Context: an optimization exercise on an open-source flow, tuned for small area. The choices shown serve that exercise and are no tape-out recipe. Function was checked by simulation only, so behaviour that the tests miss may differ from the original. Power and IR drop assume default switching activity. No driver is modelled on the clock port, so clocking that relies on it looks cheaper here than on a real chip.

==> flow/design.v (excerpt) <==
module top(
	input  CLOCK_25,
	input reset,
	output LED,
	output [9:0] step,
	output [9:0] dir,
	input [9:0] term,
	input 	UART_RX,
	output 	UART_TX,
	output DebugPin1,
	output reg DebugPin2,
	output reg DebugPin3,
	output DebugPin_85,
	output DebugPin5,
	output DebugPin6,
	output DebugPin7,
	output DebugPin8,
	output DebugPin9,
	output debugPin106,
	output DebugPin_86,
	output DebugPin_87,
	output DebugPin_103
);
Settings: LEC_CHECK=0, CAP_MARGIN=0, CORE_MARGIN=2, CORE_UTILIZATION=70, CTS_CLUSTER_DIAMETER=100, CTS_CLUSTER_SIZE=30, PLACE_DENSITY=0.85, SLEW_MARGIN=0; clock period 10.0 ns.
standard.sh (not shown) runs the stock make flow with config.mk's settings and CLKGATE_MAP_FILE= SYNTH_SCRIPT=/design/flow/synth_recipe.tcl, a recipe that flattens the netlist after the stock synthesis.
==> flow/flow/run.sh <==
#!/bin/bash
set -e
cfg() { sed -n "s/^export $1 *= *//p" config.mk | tail -n 1; }
SIZE=$(cfg CTS_CLUSTER_SIZE); SIZE=${SIZE:-30}
DIAM=$(cfg CTS_CLUSTER_DIAMETER); DIAM=${DIAM:-100}
export BUFFER_PORTS_ARGS="-buffer_cell sky130_fd_sc_hd__buf_1"
export CTS_ARGS="-sink_clustering_enable -repair_clock_nets -sink_clustering_size $SIZE -sink_clustering_max_diameter $DIAM -dont_use_dummy_load"
echo "CTS_ARGS=$CTS_ARGS" > run_settings.log
bash standard.sh > standard_flow.log 2>&1
Change:
--- a/flow/config.mk
+++ b/flow/config.mk
@@ -8,7 +8,7 @@
 export CAP_MARGIN = 0
 export CORE_MARGIN = 2
-export CORE_UTILIZATION = 70
+export CORE_UTILIZATION = 80
 export CTS_CLUSTER_DIAMETER = 100
-export CTS_CLUSTER_SIZE = 30
-export PLACE_DENSITY = 0.85
+export CTS_CLUSTER_SIZE = 33
+export PLACE_DENSITY = 0.9
 export SLEW_MARGIN = 0
After rerunning: Combinational power is about the same. Global-route usage came out higher by 5.5 points. Worst setup slack hardly moves. Sequential share of layout area came out higher by 0.29 points. Design area came out lower by about 0.47%. Clock skew came out higher by 0.024 ns. Clock-buffer cell count came out lower by 3. Wire length came out higher by about 3.7%.
Change:
==> flow/run.sh (new file) <==
#!/bin/bash
# synth_recipe.tcl (not shown) runs the flow's synth.tcl, then flattens the netlist and writes it again
# the make line also repeats each setting of config.mk as NAME=value (left out here)
make -C /OpenROAD-flow-scripts/flow DESIGN_CONFIG=/design/flow/config.mk WORK_HOME=/design/flow/orfs CLKGATE_MAP_FILE= SYNTH_SCRIPT=/design/flow/synth_recipe.tcl finish
--- a/flow/config.mk
+++ b/flow/config.mk
@@ -8,7 +8,7 @@
 export CAP_MARGIN = 0
 export CORE_MARGIN = 2
-export CORE_UTILIZATION = 80
+export CORE_UTILIZATION = 70
 export CTS_CLUSTER_DIAMETER = 100
-export CTS_CLUSTER_SIZE = 33
-export PLACE_DENSITY = 0.9
+export CTS_CLUSTER_SIZE = 30
+export PLACE_DENSITY = 0.85
 export SLEW_MARGIN = 0
removed: flow/flow/run.sh
removed: flow/standard.sh
Outcome: The new run produced a clean layout; global-route usage came out lower by 5.9 points; final area grows slightly; final cell count goes up by a few percent; sequential power stays flat; total power rises slightly; routed wire length came out lower by a few percent; critical path depth does not change.

========
## alpha
Starting RTL as in the previous note.
export LEC_CHECK = 0
export CAP_MARGIN = 20
export CORE_MARGIN = 2
export CORE_UTILIZATION = 40
export CTS_CLUSTER_DIAMETER = 100
export CTS_CLUSTER_SIZE = 30
export PLACE_DENSITY = 0.6
export SLEW_MARGIN = 20
create_clock -name core_clock -period 10.0 [get_ports {CLOCK_25}]
==> flow/flow/run.sh <==
#!/bin/bash
set -e
export BUFFER_PORTS_ARGS="-buffer_cell sky130_fd_sc_hd__buf_1"
export CTS_ARGS="-sink_clustering_enable -repair_clock_nets -sink_clustering_size 30 -sink_clustering_max_diameter 100 -dont_use_dummy_load"
export RECOVER_POWER=100
bash standard.sh > standard_flow.log 2>&1
Nothing crashed in alpha and all stages finished; the problem is that the final layout failed, the offending checks being max-capacitance violations, max-slew violations.
> inputs changed (alpha -> beta)
- SLEW_MARGIN: 20 -> 0
- PLACE_DENSITY: 0.6 -> 0.85
- CAP_MARGIN: 20 -> 0
- GPL_TIMING_DRIVEN: unset -> 0
- CORE_UTILIZATION: 40 -> 70
==> flow/flow/run.sh <==
#!/bin/bash
set -e
cfg() { sed -n "s/^export $1 *= *//p" config.mk | tail -n 1; }
SIZE=$(cfg CTS_CLUSTER_SIZE); SIZE=${SIZE:-30}
DIAM=$(cfg CTS_CLUSTER_DIAMETER); DIAM=${DIAM:-100}
export BUFFER_PORTS_ARGS="-buffer_cell sky130_fd_sc_hd__buf_1"
export CTS_ARGS="-sink_clustering_enable -repair_clock_nets -sink_clustering_size $SIZE -sink_clustering_max_diameter $DIAM -dont_use_dummy_load"
export PRE_GLOBAL_PLACE_TCL="$PWD/flow/pre_gpl.tcl"
echo "CTS_ARGS=$CTS_ARGS" > run_settings.log
bash standard.sh > standard_flow.log 2>&1
==> flow/flow/pre_gpl.tcl (new file) <==
# Before global placement: remove the buffers synthesis inserted (what the
# standard flow does when placement is timing-driven); repair_design after
# placement buffers the nets that need it.
remove_buffers
[summary]
Max-capacitance violation count in beta is 22 below alpha.
| flip-flop and latch share of the layout cell area | beta vs alpha | 0.75 points higher |
Comparing the two runs side by side, beta comes out ahead of alpha on wire length of the first global-routing pass.
beta has fraction of power consumed by the clock network below what alpha had.
Number of antenna-violating nets in the routed design came out exactly the same in beta and alpha.
The via count reported for beta is higher than the one for alpha.
On minimum hold slack, beta does worse than alpha.
On layout buffer count excluding clock buffers, the higher figure sits with alpha, not beta.
Diff alpha -> beta: met3 track demand over resource in global routing up 1.8 points, cell area after layout down 1.2%, total power flat.
beta reached the end of the flow, and the finished layout is clean on the timing, DRC and antenna checks.
Setup changes, beta to gamma
- swapping 0.85 for 0.6 in PLACE_DENSITY
- swapping 0 for 20 in SLEW_MARGIN
- clearing GPL_TIMING_DRIVEN, which used to be 0
- swapping 70 for 40 in CORE_UTILIZATION
- swapping 0 for 20 in CAP_MARGIN
==> flow/flow/run.sh <==
#!/bin/bash
set -e
cp standard.sh standard_sh_copy.txt
export BUFFER_PORTS_ARGS="-buffer_cell sky130_fd_sc_hd__buf_1"
bash standard.sh > standard_flow.log 2>&1
removed: flow/flow/pre_gpl.tcl
==> comparison <==
Going from beta to gamma, final-layout worst hold slack saw an increase, detailed-route wire length now sits higher. Looking at final standard cell count with taps included and fillers excluded, gamma sits 602 higher than beta does. Diff beta -> gamma: worst setup slack rose by 100 ps; upper clock frequency limit rose by 0.0055 GHz; clock network fraction of total power rose by 1.8 points; clock-buffer cell count rose by about 70%. The run showing the smaller total non-filler cell area in the finished layout is beta. In gamma the first-pass GRT wire length turned out about 2.7% higher than in beta.
--- input diff gamma..delta ---
- CAP_MARGIN changed from 20 to 0
- SLEW_MARGIN changed from 20 to 0
-- flow/flow/run.sh --
<<< gamma, line 3
cp standard.sh standard_sh_copy.txt
>>> delta, line 3
<<< gamma, line 5
>>> delta, line 4
export CTS_ARGS="-sink_clustering_enable -repair_clock_nets -sink_clustering_size 30 -sink_clustering_max_diameter 100 -dont_use_dummy_load"
==> run summary <==
- No stage failed in delta, and the final checks on the layout all came back clean.
- ~same number of synthesized flops with an enable pin in delta and gamma
- Comparing delta and gamma, ratio of final minimum period to clock period is higher on gamma.
- Going from gamma to delta, the worst setup slack was found to have gone up by 40 ps.
- From gamma to delta the numbers moved as follows: clock network area share went down 0.46 points, total power went down 1.7%, met3 track utilization from global routing went down 0.15 points.
- Going from gamma to delta, the worst hold margin was found to have gone down by 13 ps.
- Total detailed-routing wirelength delta (gamma -> delta): insignificant
- delta -> gamma: global-route usage flat

-- static timing again, ports no longer ideal --
The flow's constraints put no driver on any port. The routed layouts listed below were extracted and timed again, unchanged, in two steps.
Step 1 sets driving cells, clkbuf_16 on the clock port and buf_2 on the other inputs (assumed; they add their load-dependent delay and slew).
Step 2, shift: input delay + t, output delay - t, t = (earliest + latest rising clock arrival at the registers) / 2. This alone moves slack from input paths to output paths.
Three values: ideal, step 1, step 2; two values: the first two.
run | t, ns | slack for setup (ns) | worst hold slack (ns) | clock arrival spread, ns | pins driven straight from the clock port
the first run of note 1 | 0.649 | 5.699 / 5.640 / 5.953 | 0.360 / 0.360 / 0.360 | 0.070 / 0.071 | 1
the second run of note 1 | 0.646 | 5.697 / 5.635 / 5.919 | 0.418 / 0.418 / 0.418 | 0.097 / 0.097 | 1
the third run of note 1 | 0.666 | 5.484 / 5.423 / 5.931 | 0.409 / 0.409 / 0.409 | 0.031 / 0.030 | 1
alpha | 0.684 | 3.444 / 3.473 / 2.788 | 0.414 / 0.414 / 0.414 | 0.047 / 0.047 | 1
beta | 0.646 | 5.592 / 5.534 / 5.331 | 0.372 / 0.372 / 0.372 | 0.048 / 0.048 | 1
gamma | 0.686 | 5.696 / 5.626 / 5.844 | 0.421 / 0.421 / 0.421 | 0.039 / 0.038 | 1
delta | 0.665 | 5.736 / 5.668 / 5.873 | 0.408 / 0.408 / 0.408 | 0.050 / 0.049 | 1
For alpha, which loses most, drivers alone change the setup slack by +0.029 ns; drivers and shift together by -0.656 ns.
